What follows belongs to an exercise in optimizing a design on an open flow for small area, a short achievable clock period and few clock cycles; a production flow would make more cautious choices.
In this exercise RTL edits were held to simulation tests only and were not proved equivalent to the original.
No activity file was given, so power comes from the tool's default toggle rates.

==> inputs of v21 <==
## lab9
module lab9(input clk,
            input reset,
            input give_valid,
            input [13:0] Intake,
            output [13:0] UpPrime,
            output [13:0] LowPrime,
            output reg out_valid);
reg [7:0] up_blk, low_blk;
reg [4:0] up_idx, low_idx;
reg low_lsb;
reg pend_up, pend_low;
wire busy = pend_up | pend_low;
assign UpPrime  = {up_blk, up_idx, 1'b1};
assign LowPrime = {low_blk, low_idx, low_lsb};
wire [7:0] nxt = (pend_up ? up_blk : low_blk) + (pend_up ? 8'd1 : {8{1'b1}});
wire [7:0] blk = busy ? nxt : Intake[13:6];
wire [5:0] off = Intake[5:0];
wire [31:0] word;
wire [15:0] row = 16'b1 << blk[7:4];
wire [15:0] t0_0 = 16'h1699;
wire [15:0] t0_1 = 16'h24c;
wire [15:0] t0_2 = 16'hc02;
wire [15:0] t0_3 = 16'h52;
wire [15:0] t0_4 = 16'h4a48;
wire [15:0] t0_5 = 16'h20a0;
wire [15:0] t0_6 = 16'h2048;
wire [15:0] t0_7 = 16'h1924;
wire [15:0] t0_8 = 16'ha0;
wire [15:0] t0_9 = 16'h452;
assign word[0] = (row[0] & t0_0[blk[3:0]]) | (row[1] & t0_1[blk[3:0]]) | (row[2] & t0_2[blk[3:0]]) | (row[3] & t0_3[blk[3:0]]) | (row[4] & t0_4[blk[3:0]]) | (row[5] & t0_5[blk[3:0]]) | (row[6] & t0_6[blk[3:0]]) | (row[7] & t0_7[blk[3:0]]) | (row[8] & t0_8[blk[3:0]]) | (row[9] & t0_9[blk[3:0]]);
wire [15:0] t1_0 = 16'h407;
wire [15:0] t1_1 = 16'h8412;
wire [15:0] t1_2 = 16'h902c;
wire [15:0] t1_3 = 16'h2814;
wire [15:0] t1_4 = 16'ha0c1;
wire [15:0] t1_5 = 16'h860;
wire [15:0] t1_6 = 16'h4102;
wire [15:0] t1_8 = 16'h5108;
wire [15:0] t1_9 = 16'hc22;
  ...
make LEC_CHECK=0 CAP_MARGIN=20 CORE_MARGIN=2 CORE_UTILIZATION=40 SLEW_MARGIN=20 finish   # period 85.0 ns
run.sh (not shown) runs the stock make flow with config.mk's settings and CLKGATE_MAP_FILE= SYNTH_SCRIPT=/design/flow/synth_recipe.tcl, a recipe that flattens the netlist after the stock synthesis.
==> inputs of v38, as changes to v21 <==
==> flow/flow/run.sh (new file) <==
#!/bin/bash
# Standard ORFS layout, except that synthesis maps logic with ABC's area-oriented
# mapper (amap, repeated) instead of the delay-oriented one. The synthesis script is
# synth_recipe.tcl with only the abc command's -script argument replaced, so the
# registers are the standard synthesis's.
# Ports are buffered with the smallest buffer, sky130_fd_sc_hd__buf_1.
# Timing repair aims for 63 ns of setup slack, so that the critical paths are sped up
# (the constraints themselves are unchanged).
set -euo pipefail
here=$(pwd)
export MY_ABC_SCRIPT=$here/flow/abc_area.script
{
  cat <<'TCL'
proc abc {args} {
  set i [lsearch -exact $args -script]
  if {$i >= 0} { lset args [expr {$i + 1}] $::env(MY_ABC_SCRIPT) }
  yosys abc {*}$args
}
TCL
  cat synth_recipe.tcl
} > my_synth.tcl
bash standard.sh SYNTH_SCRIPT=$here/my_synth.tcl "BUFFER_PORTS_ARGS=-buffer_cell sky130_fd_sc_hd__buf_1" SETUP_SLACK_MARGIN=63 finish > $here/flow_make.log 2>&1
==> flow/flow/abc_area.script (new file) <==
strash
dch
amap
strash
dch
amap
strash
dch
amap
strash
dch
amap
strash
dch
amap
==> flow/standard.sh (new file) <==
#!/bin/bash
# synth_recipe.tcl (not shown) runs the flow's synth.tcl, then flattens the netlist and writes it again
# the make line also repeats each setting of config.mk as NAME=value (left out here)
make -C /OpenROAD-flow-scripts/flow DESIGN_CONFIG=/design/flow/config.mk WORK_HOME=/design/flow/orfs CLKGATE_MAP_FILE= SYNTH_SCRIPT=/design/flow/synth_recipe.tcl "${@:-finish}"
--- a/flow/config.mk
+++ b/flow/config.mk
@@ -8,4 +8,4 @@
 export CAP_MARGIN = 20
 export CORE_MARGIN = 2
-export CORE_UTILIZATION = 40
+export CORE_UTILIZATION = 30
 export SLEW_MARGIN = 20
removed: flow/run.sh
==> summary.md <==
| Metric | Value |
|---|---|
| Peak supply drop | `between 15 and 20 uV` |
| Die area | `~0.023 mm^2` |
| Status | `no timing/DRC/antenna violations` |
| Placed cell area | `between 0.009 and 0.01 mm^2` |
| Share of power burned in the clock network | `5.5%` |
| RD Place Congestion | `~1.1` |
| Yosys cell types | `between 90 and 100` |
The numbers above come from v21.

==> summary.md <==
| Metric | Value |
|---|---|
| Status | `no timing/DRC/antenna violations` |
| Die area | `slightly above 0.02 mm^2` |
| Share of cells above drive strength 1 | `about an eighth` |
| Comb. pwr | `0.352 mW` |
| # diodes | `1` |
| RD Place Congestion | `1.175` |
| Worst r2r dst | `out_valid$_DFF_PP0_` |
| Share of power burned in the clock network | `~4%` |
| Placed cell area | `roughly 0.0068 mm^2` |
| Yosys cell types | `47` |
| # nets final | `approximately 1.1k` |
| Peak supply drop | `just under 20 uV` |
The numbers above come from v38.

Testbench counts of v21, summed over its fixed seeds: cycles 17,618.
Testbench counts of v38, summed over its fixed seeds: cycles 17,618.

re-timing with driven ports:
Ports are ideal in the flow. The routed layouts listed here were re-timed in OpenROAD. Step 1: set_driving_cell puts a clkbuf_16 on clk and a buf_2 on each other input, an assumption about the parent block. Step 2 times the ports against the registers' clock, not the clock port: input delays grow and output delays shrink by t, the midpoint of the rising clock arrivals with the driver on. a / b / c = ideal / step 1 / step 2; a / b = the first two.
| run | t, ns | setup WS [ns] | hold slack, ns | worst setup path after step 2 | worst slew at a driven data input, ns |
|---|---|---|---|---|---|
| v21 | 0.318 | 61.692 / 61.694 / 61.376 | 0.942 / 0.942 / 0.942 | input to register | 0.06 |
| v38 | 0.296 | 62.971 / 62.981 / 62.684 | 0.554 / 0.554 / 0.554 | input to register | 0.05 |
After both steps setup and hold are still met in every run listed. The setup slack of v21, which loses most, moves by +0.002 ns with the drivers and by -0.316 ns with both steps.
